Source: an optimization exercise on an open RTL-to-GDS flow (aim: small area). Production flows keep margins and buffers that such runs may drop.
The RTL of this run was laid out without a check of its function.
No activity file was given, so power comes from the tool's default toggle rates.

## design/flow/config.mk

```make
export PLATFORM = sky130hd
export DESIGN_NAME = pipelined_complex_mult
export DESIGN_NICKNAME = pipelined_complex_mult
export VERILOG_FILES = /design/flow/design.v
export SDC_FILE = /design/flow/constraint.sdc
export NUM_CORES = 4
export LEC_CHECK = 0
export CAP_MARGIN = 20
export CORE_MARGIN = 2
export CORE_UTILIZATION = 40
export SLEW_MARGIN = 20
export SYNTH_HIERARCHICAL = 1
```

## design/flow/constraint.sdc

```tcl
create_clock -name core_clock -period 5.0 [get_ports {clk}]
set_input_delay 1.0000 -clock core_clock [delete_from_list [all_inputs] [get_ports {clk}]]
set_output_delay 1.0000 -clock core_clock [all_outputs]
set_load 0.01 [all_outputs]
```

## design/flow/design.v

```verilog
`timescale 1ns / 1ps
module pipelined_complex_mult (
    input clk,                    
    input rst,                    
    input signed [7:0] a,         
    input signed [7:0] b,         
    input signed [7:0] c,         
    input signed [7:0] d,         
    output reg signed [16:0] real_out,  
    output reg signed [16:0] imag_out   
);
reg [7:0] a1, b1, c1, d1, a2, b2, c2, d2, c3, d3;
reg [7:0] a3, b3;
reg v1, v2;
always @(posedge clk, posedge rst)
begin
    if (rst) begin
        v1 <= 1'b0;
        v2 <= 1'b0;
        a3 <= 8'd0;
        b3 <= 8'd0;
    end else begin
        v1 <= 1'b1;
        v2 <= v1;
        a3 <= a2 & {8{v2}};
        b3 <= b2 & {8{v2}};
    end
end
always @(posedge clk)
begin
    a1 <= a; b1 <= b; c1 <= c; d1 <= d;
    a2 <= a1; b2 <= b1; c2 <= c1; d2 <= d1;
    c3 <= c2; d3 <= d2;
end
wire re_p1 = ~(a3[0] & c3[0]);
wire re_p2 = ~(a3[0] & c3[1]);
wire re_p3 = ~(a3[0] & c3[2]);
wire re_p4 = ~(a3[0] & c3[3]);
wire re_p5 = ~(a3[0] & c3[4]);
wire re_p6 = ~(a3[0] & c3[5]);
wire re_p7 = ~(a3[0] & c3[6]);
wire re_p8 = (a3[0] & c3[7]);
wire re_p9 = ~(a3[1] & c3[0]);
wire re_p10 = ~(a3[1] & c3[1]);
wire re_p11 = ~(a3[1] & c3[2]);
wire re_p12 = ~(a3[1] & c3[3]);
wire re_p13 = ~(a3[1] & c3[4]);
wire re_p14 = ~(a3[1] & c3[5]);
wire re_p15 = ~(a3[1] & c3[6]);
wire re_p16 = (a3[1] & c3[7]);
wire re_p17 = ~(a3[2] & c3[0]);
wire re_p18 = ~(a3[2] & c3[1]);
wire re_p19 = ~(a3[2] & c3[2]);
wire re_p20 = ~(a3[2] & c3[3]);
wire re_p21 = ~(a3[2] & c3[4]);
wire re_p22 = ~(a3[2] & c3[5]);
wire re_p23 = ~(a3[2] & c3[6]);
wire re_p24 = (a3[2] & c3[7]);
wire re_p25 = ~(a3[3] & c3[0]);
wire re_p26 = ~(a3[3] & c3[1]);
wire re_p27 = ~(a3[3] & c3[2]);
wire re_p28 = ~(a3[3] & c3[3]);
wire re_p29 = ~(a3[3] & c3[4]);
wire re_p30 = ~(a3[3] & c3[5]);
wire re_p31 = ~(a3[3] & c3[6]);
wire re_p32 = (a3[3] & c3[7]);
wire re_p33 = ~(a3[4] & c3[0]);
wire re_p34 = ~(a3[4] & c3[1]);
wire re_p35 = ~(a3[4] & c3[2]);
wire re_p36 = ~(a3[4] & c3[3]);
wire re_p37 = ~(a3[4] & c3[4]);
wire re_p38 = ~(a3[4] & c3[5]);
wire re_p39 = ~(a3[4] & c3[6]);
wire re_p40 = (a3[4] & c3[7]);
wire re_p41 = ~(a3[5] & c3[0]);
wire re_p42 = ~(a3[5] & c3[1]);
wire re_p43 = ~(a3[5] & c3[2]);
wire re_p44 = ~(a3[5] & c3[3]);
wire re_p45 = ~(a3[5] & c3[4]);
wire re_p46 = ~(a3[5] & c3[5]);
wire re_p47 = ~(a3[5] & c3[6]);
wire re_p48 = (a3[5] & c3[7]);
wire re_p49 = ~(a3[6] & c3[0]);
wire re_p50 = ~(a3[6] & c3[1]);
wire re_p51 = ~(a3[6] & c3[2]);
wire re_p52 = ~(a3[6] & c3[3]);
wire re_p53 = ~(a3[6] & c3[4]);
wire re_p54 = ~(a3[6] & c3[5]);
wire re_p55 = ~(a3[6] & c3[6]);
wire re_p56 = (a3[6] & c3[7]);
wire re_p57 = (a3[7] & c3[0]);
wire re_p58 = (a3[7] & c3[1]);
wire re_p59 = (a3[7] & c3[2]);
wire re_p60 = (a3[7] & c3[3]);
wire re_p61 = (a3[7] & c3[4]);
wire re_p62 = (a3[7] & c3[5]);
wire re_p63 = (a3[7] & c3[6]);
wire re_p64 = ~(a3[7] & c3[7]);
wire re_p65 = (b3[0] & d3[0]);
wire re_p66 = (b3[0] & d3[1]);
wire re_p67 = (b3[0] & d3[2]);
wire re_p68 = (b3[0] & d3[3]);
wire re_p69 = (b3[0] & d3[4]);
wire re_p70 = (b3[0] & d3[5]);
wire re_p71 = (b3[0] & d3[6]);
wire re_p72 = ~(b3[0] & d3[7]);
wire re_p73 = (b3[1] & d3[0]);
wire re_p74 = (b3[1] & d3[1]);
wire re_p75 = (b3[1] & d3[2]);
wire re_p76 = (b3[1] & d3[3]);
wire re_p77 = (b3[1] & d3[4]);
wire re_p78 = (b3[1] & d3[5]);
wire re_p79 = (b3[1] & d3[6]);
wire re_p80 = ~(b3[1] & d3[7]);
wire re_p81 = (b3[2] & d3[0]);
wire re_p82 = (b3[2] & d3[1]);
wire re_p83 = (b3[2] & d3[2]);
wire re_p84 = (b3[2] & d3[3]);
wire re_p85 = (b3[2] & d3[4]);
wire re_p86 = (b3[2] & d3[5]);
wire re_p87 = (b3[2] & d3[6]);
wire re_p88 = ~(b3[2] & d3[7]);
wire re_p89 = (b3[3] & d3[0]);
wire re_p90 = (b3[3] & d3[1]);
wire re_p91 = (b3[3] & d3[2]);
wire re_p92 = (b3[3] & d3[3]);
wire re_p93 = (b3[3] & d3[4]);
wire re_p94 = (b3[3] & d3[5]);
wire re_p95 = (b3[3] & d3[6]);
wire re_p96 = ~(b3[3] & d3[7]);
wire re_p97 = (b3[4] & d3[0]);
wire re_p98 = (b3[4] & d3[1]);
wire re_p99 = (b3[4] & d3[2]);
wire re_p100 = (b3[4] & d3[3]);
wire re_p101 = (b3[4] & d3[4]);
wire re_p102 = (b3[4] & d3[5]);
wire re_p103 = (b3[4] & d3[6]);
wire re_p104 = ~(b3[4] & d3[7]);
wire re_p105 = (b3[5] & d3[0]);
wire re_p106 = (b3[5] & d3[1]);
wire re_p107 = (b3[5] & d3[2]);
wire re_p108 = (b3[5] & d3[3]);
wire re_p109 = (b3[5] & d3[4]);
wire re_p110 = (b3[5] & d3[5]);
wire re_p111 = (b3[5] & d3[6]);
wire re_p112 = ~(b3[5] & d3[7]);
wire re_p113 = (b3[6] & d3[0]);
wire re_p114 = (b3[6] & d3[1]);
wire re_p115 = (b3[6] & d3[2]);
wire re_p116 = (b3[6] & d3[3]);
wire re_p117 = (b3[6] & d3[4]);
wire re_p118 = (b3[6] & d3[5]);
wire re_p119 = (b3[6] & d3[6]);
wire re_p120 = ~(b3[6] & d3[7]);
wire re_p121 = ~(b3[7] & d3[0]);
wire re_p122 = ~(b3[7] & d3[1]);
wire re_p123 = ~(b3[7] & d3[2]);
wire re_p124 = ~(b3[7] & d3[3]);
wire re_p125 = ~(b3[7] & d3[4]);
wire re_p126 = ~(b3[7] & d3[5]);
wire re_p127 = ~(b3[7] & d3[6]);
wire re_p128 = (b3[7] & d3[7]);
wire re_s129, re_c130;
cm_ha u_re_s129 (.x(re_p7), .y(re_p14), .s(re_s129), .c(re_c130));
wire re_s131, re_c132;
cm_ha u_re_s131 (.x(re_p8), .y(re_p15), .s(re_s131), .c(re_c132));
wire re_s133, re_c134;
cm_fa u_re_s133 (.x(re_p22), .y(re_p29), .z(re_p36), .s(re_s133), .c(re_c134));
wire re_s135, re_c136;
cm_han u_re_s135 (.x(re_p43), .y(re_p50), .s(re_s135), .c(re_c136));
wire re_s137, re_c138;
cm_ha u_re_s137 (.x(re_p16), .y(re_p23), .s(re_s137), .c(re_c138));
wire re_s139, re_c140;
cm_fa u_re_s139 (.x(re_p30), .y(re_p37), .z(re_p44), .s(re_s139), .c(re_c140));
wire re_s141, re_c142;
cm_han u_re_s141 (.x(re_p51), .y(re_p58), .s(re_s141), .c(re_c142));
wire re_s143, re_c144;
cm_fa u_re_s143 (.x(re_p24), .y(re_p31), .z(re_p38), .s(re_s143), .c(re_c144));
wire re_s145, re_c146;
cm_ha u_re_s145 (.x(re_p5), .y(re_p12), .s(re_s145), .c(re_c146));
wire re_s147, re_c148;
cm_ha u_re_s147 (.x(re_p6), .y(re_p13), .s(re_s147), .c(re_c148));
wire re_s149, re_c150;
cm_fa u_re_s149 (.x(re_p20), .y(re_p27), .z(re_p34), .s(re_s149), .c(re_c150));
wire re_s151, re_c152;
cm_han u_re_s151 (.x(re_p41), .y(re_p70), .s(re_s151), .c(re_c152));
wire re_s153, re_c154;
cm_fa u_re_s153 (.x(re_p21), .y(re_p28), .z(re_p35), .s(re_s153), .c(re_c154));
wire re_s155, re_c156;
cm_fa u_re_s155 (.x(re_p42), .y(re_p49), .z(re_p71), .s(re_s155), .c(re_c156));
wire re_s157, re_c158;
cm_fa u_re_s157 (.x(re_p78), .y(re_p85), .z(re_p92), .s(re_s157), .c(re_c158));
wire re_s159, re_c160;
cm_han u_re_s159 (.x(re_p99), .y(re_p106), .s(re_s159), .c(re_c160));
wire re_s161, re_c162;
cm_fa u_re_s161 (.x(re_p57), .y(re_p72), .z(re_p79), .s(re_s161), .c(re_c162));
wire re_s163, re_c164;
cm_fa u_re_s163 (.x(re_p86), .y(re_p93), .z(re_p100), .s(re_s163), .c(re_c164));
wire re_s165, re_c166;
cm_fa u_re_s165 (.x(re_p107), .y(re_p114), .z(re_p121), .s(re_s165), .c(re_c166));
wire re_s167, re_c168;
cm_fa u_re_s167 (.x(re_c130), .y(re_s131), .z(re_s135), .s(re_s167), .c(re_c168));
wire re_s169, re_c170;
cm_fa u_re_s169 (.x(re_p80), .y(re_p87), .z(re_p94), .s(re_s169), .c(re_c170));
wire re_s171, re_c172;
cm_fa u_re_s171 (.x(re_p101), .y(re_p108), .z(re_p115), .s(re_s171), .c(re_c172));
wire re_s173, re_c174;
cm_fa u_re_s173 (.x(re_p122), .y(re_c132), .z(re_c136), .s(re_s173), .c(re_c174));
wire re_s175, re_c176;
cm_fa u_re_s175 (.x(re_s137), .y(re_s141), .z(re_c134), .s(re_s175), .c(re_c176));
wire re_s177, re_c178;
cm_fa u_re_s177 (.x(re_p45), .y(re_p52), .z(re_p59), .s(re_s177), .c(re_c178));
wire re_s179, re_c180;
cm_fa u_re_s179 (.x(re_p88), .y(re_p95), .z(re_p102), .s(re_s179), .c(re_c180));
wire re_s181, re_c182;
cm_fa u_re_s181 (.x(re_p109), .y(re_p116), .z(re_p123), .s(re_s181), .c(re_c182));
wire re_s183, re_c184;
cm_fa u_re_s183 (.x(re_c138), .y(re_c142), .z(re_c140), .s(re_s183), .c(re_c184));
wire re_s185, re_c186;
cm_fa u_re_s185 (.x(re_p32), .y(re_p39), .z(re_p46), .s(re_s185), .c(re_c186));
wire re_s187, re_c188;
cm_fa u_re_s187 (.x(re_p53), .y(re_p60), .z(re_p96), .s(re_s187), .c(re_c188));
wire re_s189, re_c190;
cm_fa u_re_s189 (.x(re_p103), .y(re_p110), .z(re_p117), .s(re_s189), .c(re_c190));
wire re_s191, re_c192;
cm_fa u_re_s191 (.x(re_p40), .y(re_p47), .z(re_p54), .s(re_s191), .c(re_c192));
wire re_s193 = ~re_p3;
wire re_s194, re_c195;
cm_ha u_re_s194 (.x(re_p4), .y(re_p11), .s(re_s194), .c(re_c195));
wire re_s196, re_c197;
cm_fa u_re_s196 (.x(re_p18), .y(re_p25), .z(re_p68), .s(re_s196), .c(re_c197));
wire re_s198, re_c199;
cm_fa u_re_s198 (.x(re_p19), .y(re_p26), .z(re_p33), .s(re_s198), .c(re_c199));
wire re_s200, re_c201;
cm_fa u_re_s200 (.x(re_p69), .y(re_p76), .z(re_p83), .s(re_s200), .c(re_c201));
wire re_s202, re_c203;
cm_han u_re_s202 (.x(re_p90), .y(re_p97), .s(re_s202), .c(re_c203));
wire re_s204, re_c205;
cm_fa u_re_s204 (.x(re_p77), .y(re_p84), .z(re_p91), .s(re_s204), .c(re_c205));
wire re_s206, re_c207;
cm_fa u_re_s206 (.x(re_p98), .y(re_p105), .z(re_c146), .s(re_s206), .c(re_c207));
wire re_s208, re_c209;
cm_fa u_re_s208 (.x(re_s147), .y(re_s151), .z(re_s149), .s(re_s208), .c(re_c209));
wire re_s210, re_c211;
cm_fa u_re_s210 (.x(re_p113), .y(re_c148), .z(re_c152), .s(re_s210), .c(re_c211));
wire re_s212, re_c213;
cm_fa u_re_s212 (.x(re_s159), .y(re_s129), .z(re_c150), .s(re_s212), .c(re_c213));
wire re_s214, re_c215;
cm_fa u_re_s214 (.x(re_s153), .y(re_s155), .z(re_s157), .s(re_s214), .c(re_c215));
wire re_s216, re_c217;
cm_fa u_re_s216 (.x(re_c160), .y(re_c154), .z(re_c156), .s(re_s216), .c(re_c217));
wire re_s218, re_c219;
cm_fa u_re_s218 (.x(re_c158), .y(re_s161), .z(re_s163), .s(re_s218), .c(re_c219));
wire re_s220, re_c221;
cm_fa u_re_s220 (.x(re_s165), .y(re_s133), .z(re_s167), .s(re_s220), .c(re_c221));
wire re_s222, re_c223;
cm_fa u_re_s222 (.x(re_c162), .y(re_c164), .z(re_c166), .s(re_s222), .c(re_c223));
wire re_s224, re_c225;
cm_fa u_re_s224 (.x(re_s169), .y(re_s171), .z(re_s139), .s(re_s224), .c(re_c225));
wire re_s226, re_c227;
cm_fa u_re_s226 (.x(re_c168), .y(re_s173), .z(re_s175), .s(re_s226), .c(re_c227));
wire re_s228, re_c229;
cm_fa u_re_s228 (.x(re_c170), .y(re_c172), .z(re_s177), .s(re_s228), .c(re_c229));
wire re_s230, re_c231;
cm_fa u_re_s230 (.x(re_s179), .y(re_s181), .z(re_s143), .s(re_s230), .c(re_c231));
wire re_s232, re_c233;
cm_fa u_re_s232 (.x(re_c174), .y(re_c176), .z(re_s183), .s(re_s232), .c(re_c233));
wire re_s234, re_c235;
cm_fa u_re_s234 (.x(re_p124), .y(re_c178), .z(re_c180), .s(re_s234), .c(re_c235));
wire re_s236, re_c237;
cm_fa u_re_s236 (.x(re_c182), .y(re_c144), .z(re_s185), .s(re_s236), .c(re_c237));
wire re_s238, re_c239;
cm_fa u_re_s238 (.x(re_s187), .y(re_s189), .z(re_c184), .s(re_s238), .c(re_c239));
wire re_s240, re_c241;
cm_fa u_re_s240 (.x(re_p61), .y(re_p104), .z(re_p111), .s(re_s240), .c(re_c241));
wire re_s242, re_c243;
cm_fa u_re_s242 (.x(re_p118), .y(re_p125), .z(re_c186), .s(re_s242), .c(re_c243));
wire re_s244, re_c245;
cm_fa u_re_s244 (.x(re_c188), .y(re_c190), .z(re_s191), .s(re_s244), .c(re_c245));
wire re_s246, re_c247;
cm_fa u_re_s246 (.x(re_p48), .y(re_p55), .z(re_p62), .s(re_s246), .c(re_c247));
wire re_s248, re_c249;
cm_fa u_re_s248 (.x(re_p112), .y(re_p119), .z(re_p126), .s(re_s248), .c(re_c249));
wire re_s250 = ~re_p2;
wire re_s251, re_c252;
cm_fa u_re_s251 (.x(re_p10), .y(re_p17), .z(re_p67), .s(re_s251), .c(re_c252));
wire re_s253, re_c254;
cm_han u_re_s253 (.x(re_p74), .y(re_p81), .s(re_s253), .c(re_c254));
wire re_s255, re_c256;
cm_fa u_re_s255 (.x(re_p3), .y(re_p75), .z(re_p82), .s(re_s255), .c(re_c256));
wire re_s257, re_c258;
cm_fa u_re_s257 (.x(re_p89), .y(re_s194), .z(re_s196), .s(re_s257), .c(re_c258));
wire re_s259, re_c260;
cm_fa u_re_s259 (.x(re_c195), .y(re_s202), .z(re_s145), .s(re_s259), .c(re_c260));
wire re_s261, re_c262;
cm_fa u_re_s261 (.x(re_c197), .y(re_s198), .z(re_s200), .s(re_s261), .c(re_c262));
wire re_s263, re_c264;
cm_fa u_re_s263 (.x(re_c203), .y(re_c199), .z(re_c201), .s(re_s263), .c(re_c264));
wire re_s265, re_c266;
cm_fa u_re_s265 (.x(re_s204), .y(re_s206), .z(re_s208), .s(re_s265), .c(re_c266));
wire re_s267, re_c268;
cm_fa u_re_s267 (.x(re_c205), .y(re_c207), .z(re_s210), .s(re_s267), .c(re_c268));
wire re_s269, re_c270;
cm_fa u_re_s269 (.x(re_c209), .y(re_s212), .z(re_s214), .s(re_s269), .c(re_c270));
wire re_s271, re_c272;
cm_fa u_re_s271 (.x(re_c211), .y(re_c213), .z(re_c215), .s(re_s271), .c(re_c272));
wire re_s273, re_c274;
cm_fa u_re_s273 (.x(re_s216), .y(re_s218), .z(re_s220), .s(re_s273), .c(re_c274));
wire re_s275, re_c276;
cm_fa u_re_s275 (.x(re_c217), .y(re_c219), .z(re_s222), .s(re_s275), .c(re_c276));
wire re_s277, re_c278;
cm_fa u_re_s277 (.x(re_s224), .y(re_c221), .z(re_s226), .s(re_s277), .c(re_c278));
wire re_s279, re_c280;
cm_fa u_re_s279 (.x(re_c223), .y(re_c225), .z(re_s228), .s(re_s279), .c(re_c280));
wire re_s281, re_c282;
cm_fa u_re_s281 (.x(re_s230), .y(re_c227), .z(re_s232), .s(re_s281), .c(re_c282));
wire re_s283, re_c284;
cm_fa u_re_s283 (.x(re_c229), .y(re_c231), .z(re_s234), .s(re_s283), .c(re_c284));
wire re_s285, re_c286;
cm_fa u_re_s285 (.x(re_s236), .y(re_c233), .z(re_s238), .s(re_s285), .c(re_c286));
wire re_s287, re_c288;
cm_fa u_re_s287 (.x(re_s240), .y(re_c235), .z(re_c237), .s(re_s287), .c(re_c288));
wire re_s289, re_c290;
cm_fa u_re_s289 (.x(re_s242), .y(re_s244), .z(re_c239), .s(re_s289), .c(re_c290));
wire re_s291, re_c292;
cm_fa u_re_s291 (.x(re_c241), .y(re_c192), .z(re_s246), .s(re_s291), .c(re_c292));
wire re_s293, re_c294;
cm_fa u_re_s293 (.x(re_s248), .y(re_c243), .z(re_c245), .s(re_s293), .c(re_c294));
wire re_s295, re_c296;
cm_fa u_re_s295 (.x(re_p56), .y(re_p63), .z(re_p120), .s(re_s295), .c(re_c296));
wire re_s297, re_c298;
cm_fa u_re_s297 (.x(re_p127), .y(re_c247), .z(re_c249), .s(re_s297), .c(re_c298));
wire re_s299, re_c300;
cm_han u_re_s299 (.x(re_p9), .y(re_p66), .s(re_s299), .c(re_c300));
wire re_s301, re_c302;
cm_fa u_re_s301 (.x(re_p2), .y(re_s193), .z(re_s253), .s(re_s301), .c(re_c302));
wire re_s303, re_c304;
cm_fa u_re_s303 (.x(re_c254), .y(re_c252), .z(re_s255), .s(re_s303), .c(re_c304));
wire re_s305, re_c306;
cm_fa u_re_s305 (.x(re_c256), .y(re_s259), .z(re_c258), .s(re_s305), .c(re_c306));
wire re_s307, re_c308;
cm_fa u_re_s307 (.x(re_c260), .y(re_c262), .z(re_s263), .s(re_s307), .c(re_c308));
wire re_s309, re_c310;
cm_fa u_re_s309 (.x(re_c264), .y(re_s267), .z(re_c266), .s(re_s309), .c(re_c310));
wire re_s311, re_c312;
cm_fa u_re_s311 (.x(re_c268), .y(re_c270), .z(re_s271), .s(re_s311), .c(re_c312));
wire re_s313, re_c314;
cm_fa u_re_s313 (.x(re_c272), .y(re_s275), .z(re_c274), .s(re_s313), .c(re_c314));
wire re_s315, re_c316;
cm_fa u_re_s315 (.x(re_c276), .y(re_s279), .z(re_c278), .s(re_s315), .c(re_c316));
wire re_s317, re_c318;
cm_fa u_re_s317 (.x(re_c280), .y(re_s283), .z(re_s285), .s(re_s317), .c(re_c318));
wire re_s319, re_c320;
cm_fa u_re_s319 (.x(re_c284), .y(re_s287), .z(re_c286), .s(re_s319), .c(re_c320));
wire re_s321, re_c322;
cm_fa u_re_s321 (.x(re_s291), .y(re_c288), .z(re_s293), .s(re_s321), .c(re_c322));
wire re_s323, re_c324;
cm_fa u_re_s323 (.x(re_s295), .y(re_c292), .z(re_s297), .s(re_s323), .c(re_c324));
wire re_s325, re_c326;
cm_fa u_re_s325 (.x(re_p64), .y(re_p128), .z(re_c296), .s(re_s325), .c(re_c326));
wire re_s327 = ~re_p1;
wire re_s328, re_c329;
cm_fa u_re_s328 (.x(re_p73), .y(re_s250), .z(re_s299), .s(re_s328), .c(re_c329));
wire re_s330, re_c331;
cm_fa u_re_s330 (.x(re_c300), .y(re_s251), .z(re_s301), .s(re_s330), .c(re_c331));
wire re_s332, re_c333;
cm_fa u_re_s332 (.x(re_c302), .y(re_s303), .z(re_s257), .s(re_s332), .c(re_c333));
wire re_s334, re_c335;
cm_fa u_re_s334 (.x(re_c304), .y(re_s261), .z(re_s305), .s(re_s334), .c(re_c335));
wire re_s336, re_c337;
cm_fa u_re_s336 (.x(re_c306), .y(re_s307), .z(re_s265), .s(re_s336), .c(re_c337));
wire re_s338, re_c339;
cm_fa u_re_s338 (.x(re_c308), .y(re_s269), .z(re_s309), .s(re_s338), .c(re_c339));
wire re_s340, re_c341;
cm_fa u_re_s340 (.x(re_c310), .y(re_s273), .z(re_s311), .s(re_s340), .c(re_c341));
wire re_s342, re_c343;
cm_fa u_re_s342 (.x(re_c312), .y(re_s277), .z(re_s313), .s(re_s342), .c(re_c343));
wire re_s344, re_c345;
cm_fa u_re_s344 (.x(re_s281), .y(re_c314), .z(re_s315), .s(re_s344), .c(re_c345));
wire re_s346, re_c347;
cm_fa u_re_s346 (.x(re_c282), .y(re_c316), .z(re_s317), .s(re_s346), .c(re_c347));
wire re_s348, re_c349;
cm_fa u_re_s348 (.x(re_s289), .y(re_c318), .z(re_s319), .s(re_s348), .c(re_c349));
wire re_s350, re_c351;
cm_fa u_re_s350 (.x(re_c290), .y(re_s321), .z(re_c320), .s(re_s350), .c(re_c351));
wire re_s352, re_c353;
cm_fa u_re_s352 (.x(re_c294), .y(re_s323), .z(re_c322), .s(re_s352), .c(re_c353));
wire re_s354, re_c355;
cm_fa u_re_s354 (.x(re_c298), .y(re_s325), .z(re_c324), .s(re_s354), .c(re_c355));
wire [16:0] re_ra = {1'b0, re_c355, re_c353, re_c351, re_c349, re_c347, re_c345, re_c343, re_c341, re_c339, re_c337, re_c335, re_c333, re_c331, re_c329, re_p1, re_s327};
wire [16:0] re_rb = {1'b1, re_c326, re_s354, re_s352, re_s350, re_s348, re_s346, re_s344, re_s342, re_s340, re_s338, re_s336, re_s334, re_s332, re_s330, re_s328, re_p65};
wire [16:0] re_sum;
assign re_sum = ~(re_ra + re_rb + 17'd1);
wire im_p356 = ~(a3[0] & d3[0]);
wire im_p357 = ~(a3[0] & d3[1]);
wire im_p358 = ~(a3[0] & d3[2]);
wire im_p359 = ~(a3[0] & d3[3]);
wire im_p360 = ~(a3[0] & d3[4]);
wire im_p361 = ~(a3[0] & d3[5]);
wire im_p362 = ~(a3[0] & d3[6]);
wire im_p363 = (a3[0] & d3[7]);
wire im_p364 = ~(a3[1] & d3[0]);
wire im_p365 = ~(a3[1] & d3[1]);
wire im_p366 = ~(a3[1] & d3[2]);
wire im_p367 = ~(a3[1] & d3[3]);
wire im_p368 = ~(a3[1] & d3[4]);
wire im_p369 = ~(a3[1] & d3[5]);
wire im_p370 = ~(a3[1] & d3[6]);
wire im_p371 = (a3[1] & d3[7]);
wire im_p372 = ~(a3[2] & d3[0]);
wire im_p373 = ~(a3[2] & d3[1]);
wire im_p374 = ~(a3[2] & d3[2]);
wire im_p375 = ~(a3[2] & d3[3]);
wire im_p376 = ~(a3[2] & d3[4]);
wire im_p377 = ~(a3[2] & d3[5]);
wire im_p378 = ~(a3[2] & d3[6]);
wire im_p379 = (a3[2] & d3[7]);
wire im_p380 = ~(a3[3] & d3[0]);
wire im_p381 = ~(a3[3] & d3[1]);
wire im_p382 = ~(a3[3] & d3[2]);
wire im_p383 = ~(a3[3] & d3[3]);
wire im_p384 = ~(a3[3] & d3[4]);
wire im_p385 = ~(a3[3] & d3[5]);
wire im_p386 = ~(a3[3] & d3[6]);
wire im_p387 = (a3[3] & d3[7]);
wire im_p388 = ~(a3[4] & d3[0]);
wire im_p389 = ~(a3[4] & d3[1]);
wire im_p390 = ~(a3[4] & d3[2]);
wire im_p391 = ~(a3[4] & d3[3]);
wire im_p392 = ~(a3[4] & d3[4]);
wire im_p393 = ~(a3[4] & d3[5]);
wire im_p394 = ~(a3[4] & d3[6]);
wire im_p395 = (a3[4] & d3[7]);
wire im_p396 = ~(a3[5] & d3[0]);
wire im_p397 = ~(a3[5] & d3[1]);
wire im_p398 = ~(a3[5] & d3[2]);
wire im_p399 = ~(a3[5] & d3[3]);
wire im_p400 = ~(a3[5] & d3[4]);
wire im_p401 = ~(a3[5] & d3[5]);
wire im_p402 = ~(a3[5] & d3[6]);
wire im_p403 = (a3[5] & d3[7]);
wire im_p404 = ~(a3[6] & d3[0]);
wire im_p405 = ~(a3[6] & d3[1]);
wire im_p406 = ~(a3[6] & d3[2]);
wire im_p407 = ~(a3[6] & d3[3]);
wire im_p408 = ~(a3[6] & d3[4]);
wire im_p409 = ~(a3[6] & d3[5]);
wire im_p410 = ~(a3[6] & d3[6]);
wire im_p411 = (a3[6] & d3[7]);
wire im_p412 = (a3[7] & d3[0]);
wire im_p413 = (a3[7] & d3[1]);
wire im_p414 = (a3[7] & d3[2]);
wire im_p415 = (a3[7] & d3[3]);
wire im_p416 = (a3[7] & d3[4]);
wire im_p417 = (a3[7] & d3[5]);
wire im_p418 = (a3[7] & d3[6]);
wire im_p419 = ~(a3[7] & d3[7]);
wire im_p420 = ~(b3[0] & c3[0]);
wire im_p421 = ~(b3[0] & c3[1]);
wire im_p422 = ~(b3[0] & c3[2]);
wire im_p423 = ~(b3[0] & c3[3]);
wire im_p424 = ~(b3[0] & c3[4]);
wire im_p425 = ~(b3[0] & c3[5]);
wire im_p426 = ~(b3[0] & c3[6]);
wire im_p427 = (b3[0] & c3[7]);
wire im_p428 = ~(b3[1] & c3[0]);
wire im_p429 = ~(b3[1] & c3[1]);
wire im_p430 = ~(b3[1] & c3[2]);
wire im_p431 = ~(b3[1] & c3[3]);
wire im_p432 = ~(b3[1] & c3[4]);
wire im_p433 = ~(b3[1] & c3[5]);
wire im_p434 = ~(b3[1] & c3[6]);
wire im_p435 = (b3[1] & c3[7]);
wire im_p436 = ~(b3[2] & c3[0]);
wire im_p437 = ~(b3[2] & c3[1]);
wire im_p438 = ~(b3[2] & c3[2]);
wire im_p439 = ~(b3[2] & c3[3]);
wire im_p440 = ~(b3[2] & c3[4]);
wire im_p441 = ~(b3[2] & c3[5]);
wire im_p442 = ~(b3[2] & c3[6]);
wire im_p443 = (b3[2] & c3[7]);
wire im_p444 = ~(b3[3] & c3[0]);
wire im_p445 = ~(b3[3] & c3[1]);
wire im_p446 = ~(b3[3] & c3[2]);
wire im_p447 = ~(b3[3] & c3[3]);
wire im_p448 = ~(b3[3] & c3[4]);
wire im_p449 = ~(b3[3] & c3[5]);
wire im_p450 = ~(b3[3] & c3[6]);
wire im_p451 = (b3[3] & c3[7]);
wire im_p452 = ~(b3[4] & c3[0]);
wire im_p453 = ~(b3[4] & c3[1]);
wire im_p454 = ~(b3[4] & c3[2]);
wire im_p455 = ~(b3[4] & c3[3]);
wire im_p456 = ~(b3[4] & c3[4]);
wire im_p457 = ~(b3[4] & c3[5]);
wire im_p458 = ~(b3[4] & c3[6]);
wire im_p459 = (b3[4] & c3[7]);
wire im_p460 = ~(b3[5] & c3[0]);
wire im_p461 = ~(b3[5] & c3[1]);
wire im_p462 = ~(b3[5] & c3[2]);
wire im_p463 = ~(b3[5] & c3[3]);
wire im_p464 = ~(b3[5] & c3[4]);
wire im_p465 = ~(b3[5] & c3[5]);
wire im_p466 = ~(b3[5] & c3[6]);
wire im_p467 = (b3[5] & c3[7]);
wire im_p468 = ~(b3[6] & c3[0]);
wire im_p469 = ~(b3[6] & c3[1]);
wire im_p470 = ~(b3[6] & c3[2]);
wire im_p471 = ~(b3[6] & c3[3]);
wire im_p472 = ~(b3[6] & c3[4]);
wire im_p473 = ~(b3[6] & c3[5]);
wire im_p474 = ~(b3[6] & c3[6]);
wire im_p475 = (b3[6] & c3[7]);
wire im_p476 = (b3[7] & c3[0]);
wire im_p477 = (b3[7] & c3[1]);
wire im_p478 = (b3[7] & c3[2]);
wire im_p479 = (b3[7] & c3[3]);
wire im_p480 = (b3[7] & c3[4]);
wire im_p481 = (b3[7] & c3[5]);
wire im_p482 = (b3[7] & c3[6]);
wire im_p483 = ~(b3[7] & c3[7]);
wire im_s484, im_c485;
cm_han u_im_s484 (.x(im_p362), .y(im_p369), .s(im_s484), .c(im_c485));
wire im_s486, im_c487;
cm_fa u_im_s486 (.x(im_p363), .y(im_p370), .z(im_p377), .s(im_s486), .c(im_c487));
wire im_s488, im_c489;
cm_fa u_im_s488 (.x(im_p384), .y(im_p391), .z(im_p398), .s(im_s488), .c(im_c489));
wire im_s490, im_c491;
cm_fa u_im_s490 (.x(im_p371), .y(im_p378), .z(im_p385), .s(im_s490), .c(im_c491));
wire im_s492, im_c493;
cm_han u_im_s492 (.x(im_p392), .y(im_p399), .s(im_s492), .c(im_c493));
wire im_s494, im_c495;
cm_ha u_im_s494 (.x(im_p379), .y(im_p386), .s(im_s494), .c(im_c495));
wire im_s496, im_c497;
cm_han u_im_s496 (.x(im_p360), .y(im_p367), .s(im_s496), .c(im_c497));
wire im_s498, im_c499;
cm_fa u_im_s498 (.x(im_p361), .y(im_p368), .z(im_p375), .s(im_s498), .c(im_c499));
wire im_s500, im_c501;
cm_fa u_im_s500 (.x(im_p382), .y(im_p389), .z(im_p396), .s(im_s500), .c(im_c501));
wire im_s502, im_c503;
cm_fa u_im_s502 (.x(im_p376), .y(im_p383), .z(im_p390), .s(im_s502), .c(im_c503));
wire im_s504, im_c505;
cm_fa u_im_s504 (.x(im_p397), .y(im_p404), .z(im_p426), .s(im_s504), .c(im_c505));
wire im_s506, im_c507;
cm_fa u_im_s506 (.x(im_p433), .y(im_p440), .z(im_p447), .s(im_s506), .c(im_c507));
wire im_s508, im_c509;
cm_fa u_im_s508 (.x(im_p405), .y(im_p412), .z(im_p427), .s(im_s508), .c(im_c509));
wire im_s510, im_c511;
cm_fa u_im_s510 (.x(im_p434), .y(im_p441), .z(im_p448), .s(im_s510), .c(im_c511));
wire im_s512, im_c513;
cm_fa u_im_s512 (.x(im_p455), .y(im_p462), .z(im_p469), .s(im_s512), .c(im_c513));
wire im_s514, im_c515;
cm_han u_im_s514 (.x(im_p476), .y(im_c485), .s(im_s514), .c(im_c515));
wire im_s516, im_c517;
cm_fa u_im_s516 (.x(im_p406), .y(im_p413), .z(im_p435), .s(im_s516), .c(im_c517));
wire im_s518, im_c519;
cm_fa u_im_s518 (.x(im_p442), .y(im_p449), .z(im_p456), .s(im_s518), .c(im_c519));
wire im_s520, im_c521;
cm_fa u_im_s520 (.x(im_p463), .y(im_p470), .z(im_p477), .s(im_s520), .c(im_c521));
wire im_s522, im_c523;
cm_fa u_im_s522 (.x(im_s492), .y(im_c487), .z(im_c489), .s(im_s522), .c(im_c523));
wire im_s524, im_c525;
cm_fa u_im_s524 (.x(im_p393), .y(im_p400), .z(im_p407), .s(im_s524), .c(im_c525));
wire im_s526, im_c527;
cm_fa u_im_s526 (.x(im_p414), .y(im_p443), .z(im_p450), .s(im_s526), .c(im_c527));
wire im_s528, im_c529;
cm_fa u_im_s528 (.x(im_p457), .y(im_p464), .z(im_p471), .s(im_s528), .c(im_c529));
wire im_s530, im_c531;
cm_fa u_im_s530 (.x(im_p478), .y(im_c493), .z(im_s494), .s(im_s530), .c(im_c531));
wire im_s532, im_c533;
cm_fa u_im_s532 (.x(im_p387), .y(im_p394), .z(im_p401), .s(im_s532), .c(im_c533));
wire im_s534, im_c535;
cm_fa u_im_s534 (.x(im_p408), .y(im_p415), .z(im_p451), .s(im_s534), .c(im_c535));
wire im_s536, im_c537;
cm_fa u_im_s536 (.x(im_p458), .y(im_p465), .z(im_p472), .s(im_s536), .c(im_c537));
wire im_s538, im_c539;
cm_fa u_im_s538 (.x(im_p395), .y(im_p402), .z(im_p409), .s(im_s538), .c(im_c539));
wire im_s540, im_c541;
cm_fa u_im_s540 (.x(im_p359), .y(im_p366), .z(im_p373), .s(im_s540), .c(im_c541));
wire im_s542, im_c543;
cm_fa u_im_s542 (.x(im_p374), .y(im_p381), .z(im_p388), .s(im_s542), .c(im_c543));
wire im_s544, im_c545;
cm_fa u_im_s544 (.x(im_p424), .y(im_p431), .z(im_p438), .s(im_s544), .c(im_c545));
wire im_s546, im_c547;
cm_fa u_im_s546 (.x(im_p425), .y(im_p432), .z(im_p439), .s(im_s546), .c(im_c547));
wire im_s548, im_c549;
cm_fa u_im_s548 (.x(im_p446), .y(im_p453), .z(im_p460), .s(im_s548), .c(im_c549));
wire im_s550, im_c551;
cm_han u_im_s550 (.x(im_c497), .y(im_s498), .s(im_s550), .c(im_c551));
wire im_s552, im_c553;
cm_fa u_im_s552 (.x(im_p454), .y(im_p461), .z(im_p468), .s(im_s552), .c(im_c553));
wire im_s554, im_c555;
cm_fa u_im_s554 (.x(im_s484), .y(im_c499), .z(im_c501), .s(im_s554), .c(im_c555));
wire im_s556, im_c557;
cm_fa u_im_s556 (.x(im_s502), .y(im_s504), .z(im_s506), .s(im_s556), .c(im_c557));
wire im_s558, im_c559;
cm_fa u_im_s558 (.x(im_c503), .y(im_c505), .z(im_c507), .s(im_s558), .c(im_c559));
wire im_s560, im_c561;
cm_fa u_im_s560 (.x(im_s508), .y(im_s510), .z(im_s512), .s(im_s560), .c(im_c561));
wire im_s562, im_c563;
cm_fa u_im_s562 (.x(im_s486), .y(im_s488), .z(im_s514), .s(im_s562), .c(im_c563));
wire im_s564, im_c565;
cm_fa u_im_s564 (.x(im_c509), .y(im_c511), .z(im_c513), .s(im_s564), .c(im_c565));
wire im_s566, im_c567;
cm_fa u_im_s566 (.x(im_s516), .y(im_s518), .z(im_s520), .s(im_s566), .c(im_c567));
wire im_s568, im_c569;
cm_fa u_im_s568 (.x(im_s490), .y(im_c515), .z(im_s522), .s(im_s568), .c(im_c569));
wire im_s570, im_c571;
cm_fa u_im_s570 (.x(im_c517), .y(im_c519), .z(im_c521), .s(im_s570), .c(im_c571));
wire im_s572, im_c573;
cm_fa u_im_s572 (.x(im_c491), .y(im_s524), .z(im_s526), .s(im_s572), .c(im_c573));
wire im_s574, im_c575;
cm_fa u_im_s574 (.x(im_s528), .y(im_c523), .z(im_s530), .s(im_s574), .c(im_c575));
wire im_s576, im_c577;
cm_fa u_im_s576 (.x(im_p479), .y(im_c495), .z(im_c525), .s(im_s576), .c(im_c577));
wire im_s578, im_c579;
cm_fa u_im_s578 (.x(im_c527), .y(im_c529), .z(im_s532), .s(im_s578), .c(im_c579));
wire im_s580, im_c581;
cm_fa u_im_s580 (.x(im_s534), .y(im_s536), .z(im_c531), .s(im_s580), .c(im_c581));
wire im_s582, im_c583;
cm_fa u_im_s582 (.x(im_p416), .y(im_p459), .z(im_p466), .s(im_s582), .c(im_c583));
wire im_s584, im_c585;
cm_fa u_im_s584 (.x(im_p473), .y(im_p480), .z(im_c533), .s(im_s584), .c(im_c585));
wire im_s586, im_c587;
cm_fa u_im_s586 (.x(im_c535), .y(im_c537), .z(im_s538), .s(im_s586), .c(im_c587));
wire im_s588, im_c589;
cm_fa u_im_s588 (.x(im_p403), .y(im_p410), .z(im_p417), .s(im_s588), .c(im_c589));
wire im_s590, im_c591;
cm_fa u_im_s590 (.x(im_p467), .y(im_p474), .z(im_p481), .s(im_s590), .c(im_c591));
wire im_s592, im_c593;
cm_fa u_im_s592 (.x(im_p358), .y(im_p365), .z(im_p372), .s(im_s592), .c(im_c593));
wire im_s594, im_c595;
cm_fa u_im_s594 (.x(im_p380), .y(im_p423), .z(im_p430), .s(im_s594), .c(im_c595));
wire im_s596, im_c597;
cm_han u_im_s596 (.x(im_p437), .y(im_p444), .s(im_s596), .c(im_c597));
wire im_s598, im_c599;
cm_fa u_im_s598 (.x(im_p445), .y(im_p452), .z(im_s496), .s(im_s598), .c(im_c599));
wire im_s600, im_c601;
cm_fa u_im_s600 (.x(im_c541), .y(im_s542), .z(im_s544), .s(im_s600), .c(im_c601));
wire im_s602, im_c603;
cm_fa u_im_s602 (.x(im_c543), .y(im_c545), .z(im_s546), .s(im_s602), .c(im_c603));
wire im_s604, im_c605;
cm_fa u_im_s604 (.x(im_s548), .y(im_s500), .z(im_s550), .s(im_s604), .c(im_c605));
wire im_s606, im_c607;
cm_fa u_im_s606 (.x(im_c547), .y(im_c549), .z(im_s552), .s(im_s606), .c(im_c607));
wire im_s608, im_c609;
cm_fa u_im_s608 (.x(im_c551), .y(im_s554), .z(im_s556), .s(im_s608), .c(im_c609));
wire im_s610, im_c611;
cm_fa u_im_s610 (.x(im_c553), .y(im_c555), .z(im_c557), .s(im_s610), .c(im_c611));
wire im_s612, im_c613;
cm_fa u_im_s612 (.x(im_s558), .y(im_s560), .z(im_s562), .s(im_s612), .c(im_c613));
wire im_s614, im_c615;
cm_fa u_im_s614 (.x(im_c559), .y(im_c561), .z(im_s564), .s(im_s614), .c(im_c615));
wire im_s616, im_c617;
cm_fa u_im_s616 (.x(im_s566), .y(im_c563), .z(im_s568), .s(im_s616), .c(im_c617));
wire im_s618, im_c619;
cm_fa u_im_s618 (.x(im_c565), .y(im_c567), .z(im_s570), .s(im_s618), .c(im_c619));
wire im_s620, im_c621;
cm_fa u_im_s620 (.x(im_s572), .y(im_c569), .z(im_s574), .s(im_s620), .c(im_c621));
wire im_s622, im_c623;
cm_fa u_im_s622 (.x(im_c571), .y(im_c573), .z(im_s576), .s(im_s622), .c(im_c623));
wire im_s624, im_c625;
cm_fa u_im_s624 (.x(im_s578), .y(im_c575), .z(im_s580), .s(im_s624), .c(im_c625));
wire im_s626, im_c627;
cm_fa u_im_s626 (.x(im_s582), .y(im_c577), .z(im_c579), .s(im_s626), .c(im_c627));
wire im_s628, im_c629;
cm_fa u_im_s628 (.x(im_s584), .y(im_s586), .z(im_c581), .s(im_s628), .c(im_c629));
wire im_s630, im_c631;
cm_fa u_im_s630 (.x(im_c583), .y(im_c539), .z(im_s588), .s(im_s630), .c(im_c631));
wire im_s632, im_c633;
cm_fa u_im_s632 (.x(im_s590), .y(im_c585), .z(im_c587), .s(im_s632), .c(im_c633));
wire im_s634, im_c635;
cm_fa u_im_s634 (.x(im_p411), .y(im_p418), .z(im_p475), .s(im_s634), .c(im_c635));
wire im_s636, im_c637;
cm_fa u_im_s636 (.x(im_p482), .y(im_c589), .z(im_c591), .s(im_s636), .c(im_c637));
wire im_s638, im_c639;
cm_han u_im_s638 (.x(im_p357), .y(im_p364), .s(im_s638), .c(im_c639));
wire im_s640, im_c641;
cm_fa u_im_s640 (.x(im_p422), .y(im_p429), .z(im_p436), .s(im_s640), .c(im_c641));
wire im_s642, im_c643;
cm_fa u_im_s642 (.x(im_s596), .y(im_c593), .z(im_s594), .s(im_s642), .c(im_c643));
wire im_s644, im_c645;
cm_fa u_im_s644 (.x(im_c597), .y(im_c595), .z(im_s598), .s(im_s644), .c(im_c645));
wire im_s646, im_c647;
cm_fa u_im_s646 (.x(im_c599), .y(im_c601), .z(im_s602), .s(im_s646), .c(im_c647));
wire im_s648, im_c649;
cm_fa u_im_s648 (.x(im_c603), .y(im_s606), .z(im_c605), .s(im_s648), .c(im_c649));
wire im_s650, im_c651;
cm_fa u_im_s650 (.x(im_c607), .y(im_c609), .z(im_s610), .s(im_s650), .c(im_c651));
wire im_s652, im_c653;
cm_fa u_im_s652 (.x(im_c611), .y(im_s614), .z(im_c613), .s(im_s652), .c(im_c653));
wire im_s654, im_c655;
cm_fa u_im_s654 (.x(im_c615), .y(im_s618), .z(im_c617), .s(im_s654), .c(im_c655));
wire im_s656, im_c657;
cm_fa u_im_s656 (.x(im_c619), .y(im_s622), .z(im_s624), .s(im_s656), .c(im_c657));
wire im_s658, im_c659;
cm_fa u_im_s658 (.x(im_c623), .y(im_s626), .z(im_c625), .s(im_s658), .c(im_c659));
wire im_s660, im_c661;
cm_fa u_im_s660 (.x(im_s630), .y(im_c627), .z(im_s632), .s(im_s660), .c(im_c661));
wire im_s662, im_c663;
cm_fa u_im_s662 (.x(im_s634), .y(im_c631), .z(im_s636), .s(im_s662), .c(im_c663));
wire im_s664, im_c665;
cm_fa u_im_s664 (.x(im_p419), .y(im_p483), .z(im_c635), .s(im_s664), .c(im_c665));
wire im_s666, im_c667;
cm_han u_im_s666 (.x(im_p421), .y(im_p428), .s(im_s666), .c(im_c667));
wire im_s668, im_c669;
cm_fa u_im_s668 (.x(im_c639), .y(im_s640), .z(im_s592), .s(im_s668), .c(im_c669));
wire im_s670, im_c671;
cm_fa u_im_s670 (.x(im_c641), .y(im_s540), .z(im_s642), .s(im_s670), .c(im_c671));
wire im_s672, im_c673;
cm_fa u_im_s672 (.x(im_c643), .y(im_s600), .z(im_s644), .s(im_s672), .c(im_c673));
wire im_s674, im_c675;
cm_fa u_im_s674 (.x(im_c645), .y(im_s604), .z(im_s646), .s(im_s674), .c(im_c675));
wire im_s676, im_c677;
cm_fa u_im_s676 (.x(im_c647), .y(im_s608), .z(im_s648), .s(im_s676), .c(im_c677));
wire im_s678, im_c679;
cm_fa u_im_s678 (.x(im_s612), .y(im_c649), .z(im_s650), .s(im_s678), .c(im_c679));
wire im_s680, im_c681;
cm_fa u_im_s680 (.x(im_c651), .y(im_s616), .z(im_s652), .s(im_s680), .c(im_c681));
wire im_s682, im_c683;
cm_fa u_im_s682 (.x(im_s620), .y(im_c653), .z(im_s654), .s(im_s682), .c(im_c683));
wire im_s684, im_c685;
cm_fa u_im_s684 (.x(im_c621), .y(im_c655), .z(im_s656), .s(im_s684), .c(im_c685));
wire im_s686, im_c687;
cm_fa u_im_s686 (.x(im_s628), .y(im_s658), .z(im_c657), .s(im_s686), .c(im_c687));
wire im_s688, im_c689;
cm_fa u_im_s688 (.x(im_c629), .y(im_s660), .z(im_c659), .s(im_s688), .c(im_c689));
wire im_s690, im_c691;
cm_fa u_im_s690 (.x(im_c633), .y(im_s662), .z(im_c661), .s(im_s690), .c(im_c691));
wire im_s692, im_c693;
cm_fa u_im_s692 (.x(im_c637), .y(im_s664), .z(im_c663), .s(im_s692), .c(im_c693));
wire [16:0] im_ra = {1'b0, im_c693, im_c691, im_c689, im_c687, im_c685, im_c683, im_c681, im_c679, im_c677, im_c675, im_c673, im_c671, im_c669, im_c667, im_s666, im_p356};
wire [16:0] im_rb = {1'b1, im_c665, im_s692, im_s690, im_s688, im_s686, im_s684, im_s682, im_s680, im_s678, im_s676, im_s674, im_s672, im_s670, im_s668, im_s638, im_p420};
wire [16:0] im_sum;
assign im_sum = ~(im_ra + im_rb + 17'd1);
always @(posedge clk, posedge rst)
begin
    if (rst) begin
        real_out <= 17'd0;
        imag_out <= 17'd0;
    end else begin
        real_out <= re_sum;
        imag_out <= im_sum;
    end
end
endmodule
module cm_fa (input x, input y, input z, output s, output c);
assign s = x ^ y ^ z;
assign c = (x & y) | (x & z) | (y & z);
endmodule
module cm_ha (input x, input y, output s, output c);
assign s = x ^ y;
assign c = x & y;
endmodule
module cm_han (input x, input y, output s, output c);
assign s = ~(x ^ y);
assign c = x | y;
endmodule
```

## design/flow/run.sh

```bash
#!/bin/bash
# synth_recipe.tcl (not shown) runs the flow's synth.tcl, then flattens the netlist and writes it again
# the make line also repeats each setting of config.mk as NAME=value (left out here)
make -C /OpenROAD-flow-scripts/flow DESIGN_CONFIG=/design/flow/config.mk WORK_HOME=/design/flow/orfs CLKGATE_MAP_FILE= SYNTH_SCRIPT=/design/flow/synth_recipe.tcl finish
```

==> impl_table.tex <==
\begin{tabular}{lr}
\hline
Metric & Value \\
\hline
\multicolumn{2}{l}{\textbf{Place}} \\
Number of input and output port buffers inserted & 67 \\
Final weighted congestion in routability-driven placement & 0.892 \\
Worst setup slack after placement & -157 ps \\
HPWL after DPL & 17.7 mm \\
\multicolumn{2}{l}{\textbf{STA}} \\
Clock skew after layout & 14.8 ps \\
Clock period minus worst slack & 4880 ps \\
Total count of hold-check failures in the final report & 0 \\
Setup-violating endpoint count in the final report & 0 \\
Max-slew violation count & 0 \\
Achievable Freq & 0.205 GHz \\
Share of the clock period used by the worst path & a little over nine tenths \\
Worst hold slack after final layout & between 300 and 400 ps \\
Setup slack of the critical path after layout & 120 ps \\
Relative max-transition margin & between 40\% and 50\% \\
Worst slew pin tran & 769 ps \\
\multicolumn{2}{l}{\textbf{Global routing}} \\
Overall global routing resource usage & between 10\% and 20\% \\
Wire length of the first global-routing pass & 37.3 mm \\
Via count of the first global-routing pass & $\sim$7100 \\
Number of antenna violations at the first check in global routing & 0 \\
Largest net degree at the start of global routing & 35 \\
Overflow left after global routing & 0 \\
\multicolumn{2}{l}{\textbf{CTS}} \\
CTS tree & done \\
CTS clock-pin slew for the worst setup and hold paths & $\sim$70 ps \\
Buffer cell driving the clock tree root & sky130\_fd\_sc\_hd\_\_clkbuf\_16 \\
TritonCTS buffer count & 17 \\
Number of hold-repair buffers added at the cts stage & 0 \\
Number of sinks on the clock net & 132 \\
Maximum clock insertion buffer count & 2 \\
Worst skew pair latency & 420 ps \\
CTS H-tree lvls & 4 \\
\multicolumn{2}{l}{\textbf{Floorplan}} \\
Floorplan row count & 58 \\
Initial Utilization & between 40\% and 50\% \\
Core area & 25200 sq um \\
Ports & 68 \\
Height of the die & 164 microns \\
Die extent in x & 164 microns \\
Die area & 26900 sq um \\
\multicolumn{2}{l}{\textbf{Routing}} \\
Iteration-0 DRC Markers & 322 \\
Detailed-route vias per instance & 4.81 \\
DRC violation count after routing & 0 \\
Detailed-router iteration count before antenna repair & 5 \\
Remaining antenna violation count after routing & 0 \\
Total via count after detailed routing & 6692 \\
DR WL/cell & roughly 16 microns \\
Total Routed Length & 22.6 mm \\
\multicolumn{2}{l}{\textbf{Logic synthesis}} \\
Flop and latch count out of synthesis & 132 \\
Cell area after synthesis & between 10000 and 15000 sq um \\
Flip-flop cell with the highest count after synthesis & sky130\_fd\_sc\_hd\_\_dfxtp\_1 \\
Syn avg cell area & 11.3 sq um \\
Gate count of the mapped netlist & 907 \\
Count of distinct cell types in the synthesized netlist & 47 \\
Number of enable-type register cells in the synthesized netlist & 0 \\
Fraction of registers with async set or reset after synthesis & 39.4\% \\
Number of warnings reported in the yosys synthesis log & 7 \\
Net count of the mapped netlist & 1194 \\
Portion of the post-synthesis area used by sequential elements & 28.4\% \\
\multicolumn{2}{l}{\textbf{Hold path}} \\
Classification of the worst-slack hold path & register to register \\
\multicolumn{2}{l}{\textbf{Cells and area}} \\
Fraction of layout cells with a size suffix above 1 & 16.3\% \\
Fillers & 2276 \\
Most common cell after layout, fill and taps aside & sky130\_fd\_sc\_hd\_\_fa\_1 \\
Most frequent cells in the layout & sky130\_fd\_sc\_hd\_\_fa\_1, sky130\_fd\_sc\_hd\_\_nand2\_1, sky130\_fd\_sc\_hd\_\_and2\_1 \\
Antenna Diode Count & 0 \\
Area growth syn-to-layout & 23.6\% \\
Net count of the finished layout & 1334 \\
\multicolumn{2}{l}{\textbf{Critical path}} \\
Total buffers and inverters traversed by the critical path & 3 \\
Endpoint type of the worst setup path & register \\
CP delay by family, top & adder cells \\
Required time reported for the critical path endpoint & 5310 ps \\
Type of the worst setup path & register to register \\
Critical Path Max Stage Delay & 570 ps \\
Crit path max-delay cell type & sky130\_fd\_sc\_hd\_\_fa\_1 \\
Worst-path fanout max & 4 \\
Data arrival, critical path & 5190 ps \\
Startpoint class of the critical path & register \\
Crit-path cells & buf\_4, nand2\_1, inv\_1, ha\_1, inv\_1, fa\_1, fa\_1, fa\_1, fa\_1, fa\_2, ha\_1, a21o\_1, a21o\_1, a221o\_1, a221o\_1, a21o\_1 \\
Cell repeated most along the worst path & sky130\_fd\_sc\_hd\_\_fa\_1 \\
\multicolumn{2}{l}{\textbf{Job}} \\
Number of violations of the max-capacitance limit & 0 \\
\multicolumn{2}{l}{\textbf{Power and ir drop}} \\
Worst voltage drop across the vdd grid & 0.000437 V \\
Areal power density over the cells & 669 nW/um\^{}2 \\
Leakage power of the design & 5.30 nW \\
Overall power after layout & 0.00847 W \\
\multicolumn{2}{l}{\textbf{Run status}} \\
Status & complete, no violations \\
\hline
\end{tabular}
-- where the power goes --
part           total (W)  internal (W)  leakage (nW)  switching, W
Clock            0.00121      0.000698         0.259      0.000513
Combinational    0.00588       0.00303          3.74       0.00285
Sequential       0.00138       0.00131          1.30     0.0000640
-- Yosys cell counts (2+ instances only) --
| cell type | number | area (sq um) |
|---|---|---|
| sky130_fd_sc_hd__a21o_1 | 16 | 120 |
| sky130_fd_sc_hd__a21oi_1 | 13 | 65.1 |
| sky130_fd_sc_hd__a21oi_2 | 2 | 17.5 |
| sky130_fd_sc_hd__a221o_1 | 3 | 30.0 |
| sky130_fd_sc_hd__a221oi_1 | 3 | 26.3 |
| sky130_fd_sc_hd__a31o_1 | 3 | 26.3 |
| sky130_fd_sc_hd__a31oi_1 | 3 | 18.8 |
| sky130_fd_sc_hd__and2_1 | 111 | 694 |
| sky130_fd_sc_hd__and3_1 | 4 | 25.0 |
| sky130_fd_sc_hd__clkbuf_1 | 33 | 124 |
| sky130_fd_sc_hd__dfrtp_1 | 52 | 1300 |
| sky130_fd_sc_hd__dfxtp_1 | 80 | 1600 |
| sky130_fd_sc_hd__fa_1 | 197 | 3940 |
| sky130_fd_sc_hd__ha_1 | 56 | 701 |
| sky130_fd_sc_hd__inv_1 | 74 | 278 |
| sky130_fd_sc_hd__nand2_1 | 170 | 638 |
| sky130_fd_sc_hd__nand2b_1 | 3 | 18.8 |
| sky130_fd_sc_hd__nand3_1 | 7 | 35.0 |
| sky130_fd_sc_hd__nand4_1 | 3 | 18.8 |
| sky130_fd_sc_hd__nor2_1 | 10 | 37.5 |
| sky130_fd_sc_hd__nor2b_1 | 2 | 12.5 |
| sky130_fd_sc_hd__nor3_1 | 3 | 15.0 |
| sky130_fd_sc_hd__o2111ai_1 | 2 | 17.5 |
| sky130_fd_sc_hd__o21a_2 | 2 | 17.5 |
| sky130_fd_sc_hd__o21ai_0 | 5 | 25.0 |
| sky130_fd_sc_hd__o21ai_1 | 4 | 20.0 |
| sky130_fd_sc_hd__o21bai_1 | 3 | 22.5 |
| sky130_fd_sc_hd__xnor2_1 | 10 | 87.6 |
| sky130_fd_sc_hd__xor2_1 | 15 | 131 |
-- final timing paths --
check | startpoint | endpoint | slack (ps) | cells after the start
min reg2reg | d1[0] | d2[0] | 320 | 0
max reg2reg | c3[1] | real_out[16] | 120 | 16
min in group asynchronous | rst | imag_out[1] | 1040 | 2
max | c3[1] | real_out[16] | 120 | 16
min | d1[0] | d2[0] | 320 | 0
max in group asynchronous | rst | b3[5] | 3150 | 3
-- modules after synthesis, one instance, submodules excluded --
module	cell area, sq um	times used	cells inside	flip-flops and latches
cm_fa	20.0	195	1	0
cm_ha	12.5	7	1	0
cm_han	27.5	15	5	0
pipelined_complex_mult	5830	1	630	132
-- per-layer routing --
metal	track usage [%]	wire length (microns)	up-vias
met2	30.7	11400	161
met4	5.86	369	0
met5	0	0	-
li1	-	-	3098
met3	3.13	1010	27
met1	24.4	9890	3406
-- metrics by stage --
step	setup TNS, ps	std cells	util [%]	area [sq um]
2_1_floorplan	-9.48	907	-	10300
3_3_place_gp	-211	1355	47.3	11900
3_5_place_dp	-500	1355	47.3	11900
4_1_cts	-3.66	1387	49.5	12500
5_1_grt	-12.0	1390	50.2	12600
6_report	0	1390	50.2	12600
-- cells by family (layout without fill, tap and decap cells) --
family / count (synthesis) / after routing / share of synthesized area (%)
adders and majority gates: 253 / 253 / 45.4
buffers and inverters: 109 / 262 / 4.05
xor gates and xnor gates: 25 / 25 / 2.14
and+or+nand+nor: 318 / 318 / 15.0
other: 1 / 1 / 0.0366
DFF: 132 / 132 / 28.4
AOI/OAI and AO/OA: 69 / 69 / 5.03
-- what timing repair did --
item | CTS | global route
setup endpoints to repair | 4 | 11
pin swaps | 2 | 24
resized for setup | 5 | 49
cloned | 0 | 0
setup buffers | 0 | 3
-- sequential cells by signal, indices dropped and copies added, names as in the netlist --
signal and flops:
d3 8, v1 1, imag_out 17, c1 8
b2 8, d1 8, a2 8, c2 8
c3 8, b3 8, d2 8, v2 1
b1 8, real_out 17, a1 8, a3 8
-- layout make-up --
class	count	area (sq um)	share of cell area [%]
Multi-Input combinational cell	666	7070	55.9
Clock inverter	12	106	0.841
Timing Repair Buffer	156	1420	11.2
Inverter	74	278	2.20
Sequential cell	132	2920	23.1
Tap cell	330	413	3.26
Clock buffer	20	447	3.53

afterwards: timing with drivers on the ports:
The flow's constraints put no driver on any port. The routed layout listed below was extracted and timed again, unchanged, in two steps. Step 1 assumes that a clkbuf_16 drives the clock port and a buf_2 every other input. Step 2 moves the port delays by t, midway between the first and last clock arrival at a register: inputs arrive t later, outputs are due t later. That takes back most of the time a late clock gives input paths. Three values: ideal ports, drivers, drivers and shift; two values: the first two.
t (ns): 0.465
setup slack, ns: 0.120 / 0.120 / 0.120
worst hold slack (ns): 0.320 / 0.320 / 0.320
slew at the worst register clock pin (ns): 0.07 / 0.07
worst data-port slew with drivers (ns): 0.03
After both steps setup and hold are still met in this run. The setup slack of this run moves by 0.000 ns with the drivers and by 0.000 ns with both steps.
